Source: an optimization exercise on an open RTL-to-GDS flow (aim: small area, a short achievable clock period and few clock cycles per item). Production flows keep margins and buffers that such runs may drop. Function was checked by simulation only, so behaviour that the tests miss may differ from the original. The clock port is modelled as an ideal driver, which makes a skipped or thinned clock tree look cheaper than it is; a real chip needs a root buffer or a tree. Power figures rest on the tool's default switching activity, not on a simulated workload.

== ember ==
## mproc
module mproc (input wire clk, reset, input wire [15:0] ins, output wire [15:0] addr,
  output wire halted, wb_en, output wire [2:0] wb_addr, output wire [15:0] wb_data);
Settings: LEC_CHECK=0, ABC_AREA=1, CAP_MARGIN=20, CORE_MARGIN=2, CORE_UTILIZATION=40, SLEW_MARGIN=20; clock period 12.0 ns.
standard.sh (not shown) runs the stock make flow with config.mk's settings and CLKGATE_MAP_FILE= SYNTH_SCRIPT=/design/flow/synth_recipe.tcl, a recipe that flattens the netlist after the stock synthesis.
==> flow/flow/run.sh <==
#!/bin/bash
# The standard layout with four changes to how it is made:
#  - synthesis is the standard flow's own script with abc mapping for area
#    (flow/mysynth.tcl, flow/abc_area.script), and adders are left to abc
#    (no full/half-adder cells, which are slow);
#  - ports are buffered with buf_2 rather than a delay-cell buffer;
#  - the clock tree is built by flow/mytree.tcl (two balanced levels of
#    clkbuf_16: 4 roots on the clock port, 12 leaves) instead of TritonCTS,
#    for a shorter clock insertion delay;
#  - timing repair works until the setup slack is at least SETUP_SLACK_MARGIN.
# Each tool's output goes to standard_flow.log (and ORFS's own logs under orfs/logs).
set -euo pipefail
bash standard.sh SYNTH_SCRIPT="$PWD/flow/mysynth.tcl" ADDER_MAP_FILE= SETUP_SLACK_MARGIN=8.8 \
  'BUFFER_PORTS_ARGS=-buffer_cell sky130_fd_sc_hd__buf_2' \
  PRE_CTS_TCL="$PWD/flow/mytree.tcl" finish > standard_flow.log 2>&1
==> flow/flow/abc_area.script <==
strash
dch
map -D 1800
topo
stime -c
upsize -c -D 1800
dnsize -c -D 1800
==> flow/flow/mysynth.tcl <==
# The standard synthesis script (synth_recipe.tcl) with one change: abc
# maps with flow/abc_area.script instead of ORFS's: a delay-targeted map
# (map -D, in ps) that recovers area on every path faster than the target.
set mysynth_abc_script [file join [file dirname [file normalize [info script]]] abc_area.script]
proc synth {args} { yosys synth -nofsm -noshare {*}$args }
proc abc {args} {
  set i [lsearch -exact $args -script]
  if {$i >= 0} { lset args [expr {$i+1}] $::mysynth_abc_script }
  yosys abc {*}$args
}
source $::env(SCRIPTS_DIR)/synth.tcl
# left out here: clear keep_hierarchy, flatten, clean up, hide names made inside functions, write 1_2_yosys.v
Other scripts of this flow, unchanged in this note and not shown: flow/flow/mytree.tcl
Testbench counts of ember, summed over its fixed seeds: cycles 29,394, instrs 28,434.
> inputs changed (ember -> lagoon)
# ember
export LEC_CHECK = 0
export ABC_AREA = 1
export CAP_MARGIN = 20
export CORE_MARGIN = 2
export CORE_UTILIZATION = 40
export SLEW_MARGIN = 20
create_clock -name core_clock -period 12.0 [get_ports {clk}]
# lagoon
export LEC_CHECK = 0
export ABC_AREA = 1
export CAP_MARGIN = 20
export CORE_MARGIN = 2
export CORE_UTILIZATION = 60
export PLACE_DENSITY = 0.7
export SLEW_MARGIN = 20
create_clock -name core_clock -period 12.0 [get_ports {clk}]
==> flow/flow/abc_area.script <==
strash
dch
map -B 0.9
topo
stime -c
--- a/flow/flow/mysynth.tcl
+++ b/flow/flow/mysynth.tcl
@@ -1,5 +1,4 @@
 # The standard synthesis script (synth_recipe.tcl) with one change: abc
-# maps with flow/abc_area.script instead of ORFS's: a delay-targeted map
-# (map -D, in ps) that recovers area on every path faster than the target.
+# maps with flow/abc_area.script (area-oriented mapping) instead of ORFS's.
 set mysynth_abc_script [file join [file dirname [file normalize [info script]]] abc_area.script]
 proc synth {args} { yosys synth -nofsm -noshare {*}$args }
==> summary.txt <==
Summary of lagoon over ember: wire length on met3 up about 20%; leakage power summed over all cells rose by 0.82 nW. lagoon has sequential share of layout area below what ember had. Delta (lagoon minus ember): clock power moved down; fraction of final layout cells sized beyond drive strength 1 fell 10 points. Diff ember -> lagoon | count of non-filler cells in the finished layout | up by more than 10%. Proportion of total power due to net switching for lagoon is lower than for ember. lagoon vs. ember: wire length on met2 +790 um, met1 layer wirelength in the final routing -about 4%, post-synthesis cell area +about 6.4%.
Edits applied to the flow inputs when going from lagoon to zinc:
# lagoon
export LEC_CHECK = 0
export ABC_AREA = 1
export CAP_MARGIN = 20
export CORE_MARGIN = 2
export CORE_UTILIZATION = 60
export PLACE_DENSITY = 0.7
export SLEW_MARGIN = 20
create_clock -name core_clock -period 12.0 [get_ports {clk}]
# zinc
export LEC_CHECK = 0
export ABC_AREA = 1
export CAP_MARGIN = 20
export CORE_MARGIN = 2
export CORE_UTILIZATION = 40
export SLEW_MARGIN = 20
create_clock -name core_clock -period 12.0 [get_ports {clk}]
--- a/flow/flow/run.sh
+++ b/flow/flow/run.sh
@@ -11,5 +11,5 @@
 # Each tool's output goes to standard_flow.log (and ORFS's own logs under orfs/logs).
 set -euo pipefail
-bash standard.sh SYNTH_SCRIPT="$PWD/flow/mysynth.tcl" ADDER_MAP_FILE= SETUP_SLACK_MARGIN=8.8 \
+bash standard.sh SYNTH_SCRIPT="$PWD/flow/mysynth.tcl" ADDER_MAP_FILE= SETUP_SLACK_MARGIN=8.75 \
   'BUFFER_PORTS_ARGS=-buffer_cell sky130_fd_sc_hd__buf_2' \
   PRE_CTS_TCL="$PWD/flow/mytree.tcl" finish > standard_flow.log 2>&1
==> flow/flow/abc_area.script <==
strash
dch
map -D 1800
topo
stime -c
--- a/flow/flow/mysynth.tcl
+++ b/flow/flow/mysynth.tcl
@@ -1,4 +1,5 @@
 # The standard synthesis script (synth_recipe.tcl) with one change: abc
-# maps with flow/abc_area.script (area-oriented mapping) instead of ORFS's.
+# maps with flow/abc_area.script instead of ORFS's: a delay-targeted map
+# (map -D, in ps) that recovers area on every path faster than the target.
 set mysynth_abc_script [file join [file dirname [file normalize [info script]]] abc_area.script]
 proc synth {args} { yosys synth -nofsm -noshare {*}$args }
### Flow results
Changes observed in zinc relative to lagoon: ratio of final minimum period to clock period went up; total design power has increased; clock skew increased 0.027 ns; xor and xnor fraction of the mapped netlist area has increased; final wirelength fell by about 6%.
The following lists how maple was set up differently from zinc:
--- a/flow/flow/run.sh
+++ b/flow/flow/run.sh
@@ -11,5 +11,5 @@
 # Each tool's output goes to standard_flow.log (and ORFS's own logs under orfs/logs).
 set -euo pipefail
-bash standard.sh SYNTH_SCRIPT="$PWD/flow/mysynth.tcl" ADDER_MAP_FILE= SETUP_SLACK_MARGIN=8.75 \
+bash standard.sh SYNTH_SCRIPT="$PWD/flow/mysynth.tcl" ADDER_MAP_FILE= SETUP_SLACK_MARGIN=8.8 \
   'BUFFER_PORTS_ARGS=-buffer_cell sky130_fd_sc_hd__buf_2' \
   PRE_CTS_TCL="$PWD/flow/mytree.tcl" finish > standard_flow.log 2>&1
==> flow/flow/abc_area.script <==
strash
&get -n
&st
&dch
&nf -a
&put
topo
stime -c
--- a/flow/flow/mysynth.tcl
+++ b/flow/flow/mysynth.tcl
@@ -1,5 +1,4 @@
 # The standard synthesis script (synth_recipe.tcl) with one change: abc
-# maps with flow/abc_area.script instead of ORFS's: a delay-targeted map
-# (map -D, in ps) that recovers area on every path faster than the target.
+# maps with flow/abc_area.script (area-oriented mapping) instead of ORFS's.
 set mysynth_abc_script [file join [file dirname [file normalize [info script]]] abc_area.script]
 proc synth {args} { yosys synth -nofsm -noshare {*}$args }
==> summary.txt <==
Data arrival time of the critical path: higher on maple
For total power, dividing the value from zinc by the value from maple gives 0.885.
The higher overall routing resource usage of zinc and maple is in maple.
Compared with zinc, maple shows average cell area after synthesis higher by 19%.
Going from zinc to maple, part of the total power dissipated in combinational logic now larger, overall die width decreased by 2.1 um relative to the old numbers.
Of zinc and maple, the higher share of the clock period used by the worst path belongs to maple.
maple: minimum clock period is 0.21 ns higher than what zinc reported.
In every run of this note, the design's own scripts or RTL, not TritonCTS, make the clock network.

Setup of P:
Starting RTL as in the previous note.
==> flow/config.mk <==
export PLATFORM = sky130hd
export DESIGN_NAME = mproc
export DESIGN_NICKNAME = mproc
export VERILOG_FILES = /design/flow/design.v
export SDC_FILE = /design/flow/constraint.sdc
export NUM_CORES = 4
export LEC_CHECK = 0
export ABC_AREA = 1
export CAP_MARGIN = 20
export CORE_MARGIN = 2
export CORE_UTILIZATION = 40
export SLEW_MARGIN = 20
==> flow/constraint.sdc <==
create_clock -name core_clock -period 12.0 [get_ports {clk}]
set_input_delay 2.4000 -clock core_clock [delete_from_list [all_inputs] [get_ports {clk}]]
set_output_delay 2.4000 -clock core_clock [all_outputs]
set_load 0.01 [all_outputs]
==> flow/flow/run.sh <==
#!/bin/bash
# The standard layout with three changes to how it is made:
#  - adders are left to abc (no full/half-adder cells, which are slow);
#  - ports are buffered with buf_2 rather than a delay-cell buffer;
#  - timing repair works until the setup slack is at least SETUP_SLACK_MARGIN.
# Each tool's output goes to standard_flow.log (and ORFS's own logs under orfs/logs).
set -euo pipefail
bash standard.sh ADDER_MAP_FILE= SETUP_SLACK_MARGIN=8.5 \
  'BUFFER_PORTS_ARGS=-buffer_cell sky130_fd_sc_hd__buf_2' finish > standard_flow.log 2>&1
Testbench counts of P, summed over its fixed seeds: cycles 29,394, instrs 28,434.
### P -> Q
==> flow/flow/run.sh <==
#!/bin/bash
# The standard layout, with timing repair aiming past the design's period:
# repair_timing works until the setup slack is at least SETUP_SLACK_MARGIN.
set -euo pipefail
bash standard.sh SETUP_SLACK_MARGIN=9.0 finish > standard_flow.log 2>&1
==> comparison <==
Q completed; timing, DRC and antenna clean
Post-layout instance count excluding filler cells (Q over P): decrease, 5.1%
Count of clock-buffer cells in the layout: lower on Q
Setup slack up 0.13 ns in Q wrt P
Internal power contribution for Q is higher than for P.
Summary of Q over P: pre-CTS setup slack lost 0.81 ns; number of different library cells in the post-synthesis netlist now smaller.
The final reports for Q and P show amount of wire on met3 after detailed routing higher in the former.
Q vs. P: per-cell via count in the routed design went up 7.6%, pin slew with the least headroom to its limit went down.
Input changes introduced in R (baseline for comparison: Q):
==> flow/flow/run.sh <==
#!/bin/bash
# The standard layout with three changes to how it is made:
#  - adders are left to abc (no full/half-adder cells, which are slow);
#  - ports are buffered with buf_2 rather than a delay-cell buffer;
#  - timing repair works until the setup slack is at least SETUP_SLACK_MARGIN.
# Each tool's output goes to standard_flow.log (and ORFS's own logs under orfs/logs).
set -euo pipefail
bash standard.sh ADDER_MAP_FILE= SETUP_SLACK_MARGIN=8.7 \
  'BUFFER_PORTS_ARGS=-buffer_cell sky130_fd_sc_hd__buf_2' finish > standard_flow.log 2>&1
==> summary.txt <==
- Re number of unique standard cell types used by synthesis: R is 4 up on Q.
- Comparing R against Q, there is no change at all in number of H-tree levels.
- For leakage component of the power, dividing the value from Q by the value from R gives 1.09.
- When the final numbers for R and Q were put side by side, the clock power turned out to be greater in Q.
- Of R and Q, the lower combinational cell fraction of total power belongs to R.
- Going from Q to R, met2 routed wirelength shrank by a little under 10%.
- From Q to R the numbers moved as follows: area after synthesis higher, total power of the final layout lower, share of the synthesized netlist area taken by xor and xnor gates lower.
- Compare R and Q | post-route minimum period higher: R
- The higher total via count after detailed routing of R and Q is in Q.
--- input diff R..S ---
# R
export LEC_CHECK = 0
export ABC_AREA = 1
export CAP_MARGIN = 20
export CORE_MARGIN = 2
export CORE_UTILIZATION = 40
export SLEW_MARGIN = 20
create_clock -name core_clock -period 12.0 [get_ports {clk}]
# S
export LEC_CHECK = 0
export CAP_MARGIN = 20
export CORE_MARGIN = 2
export CORE_UTILIZATION = 40
export SLEW_MARGIN = 20
create_clock -name core_clock -period 12.0 [get_ports {clk}]
- Compared with R, S shows a net count of the mapped netlist that is 371 lower.
- Cell area delta (S − R): unfavourable
- Internal portion of total power, S and R: lower on R
- Re switching power as a share of total power: R was lower than S.
- Relative to R, non-clock buffer count increased by about 44% in S.
What T does differently from S at the input level:
# S
export LEC_CHECK = 0
export CAP_MARGIN = 20
export CORE_MARGIN = 2
export CORE_UTILIZATION = 40
export SLEW_MARGIN = 20
create_clock -name core_clock -period 12.0 [get_ports {clk}]
# T
export LEC_CHECK = 0
export ABC_AREA = 1
export CAP_MARGIN = 20
export CORE_MARGIN = 2
export CORE_UTILIZATION = 65
export CTS_CLUSTER_DIAMETER = 60
export CTS_CLUSTER_SIZE = 40
export PLACE_DENSITY = 0.75
export SLEW_MARGIN = 20
create_clock -name core_clock -period 12.0 [get_ports {clk}]
==> comparison <==
Taking S as the reference point, the fraction of area in multi-input gates of T falls by 1.6 points.
There was hardly any difference in number of buffers added on ports between T and S.
T finished every step from synthesis to the final layout, and the layout passed the timing, DRC and antenna checks.
Comparing synthesis-to-layout area growth for T and S, the bigger number came from S.
Between S and T, the flow reports global-route wire length before repair decreasing by a few percent.
Of the two candidates, S has the better first-iteration DRC count and T the worse one.
From S to T the numbers moved as follows: top achievable clock speed now larger; effective utilization at floorplan went up by 26 points.
Summary of T over S: power after layout went down about 15%, worst hold slack went down 0.077 ns.

## static timing again, ports no longer ideal
The flow's constraints put no driver on any port. The routed layouts listed below were extracted and timed again, unchanged, in two steps.
Step 1 sets driving cells, clkbuf_16 on the clock port and buf_2 on the other inputs (assumed; they add their load-dependent delay and slew).
Step 2 also shifts input and output timing later by t, the mid clock arrival at the registers, as if the neighbouring blocks saw the same clock.
Slacks: ideal / step 1 / step 2; pairs: ideal / step 1.
run	t, ns	slack for setup (ns)	hold slack, ns
ember	0.389	8.831 / 8.733 / 8.618	0.366 / 0.366 / 0.366
lagoon	0.389	8.833 / 8.725 / 8.731	0.366 / 0.366 / 0.366
zinc	0.391	8.789 / 8.686 / 8.622	0.368 / 0.368 / 0.368
maple	0.388	8.578 / 8.578 / 8.578	0.431 / 0.431 / 0.431
P	0.483	8.566 / 8.521 / 8.726	0.365 / 0.365 / 0.365
Q	0.481	8.693 / 8.645 / 8.589	0.372 / 0.372 / 0.372
R	0.481	8.690 / 8.644 / 8.781	0.358 / 0.358 / 0.358
S	0.488	8.425 / 8.425 / 8.425	0.445 / 0.445 / 0.445
T	0.472	8.652 / 8.607 / 8.600	0.368 / 0.368 / 0.368
After both steps every run listed still meets setup and hold. For ember, which loses most, drivers alone change the setup slack by -0.098 ns; drivers and shift together by -0.213 ns.
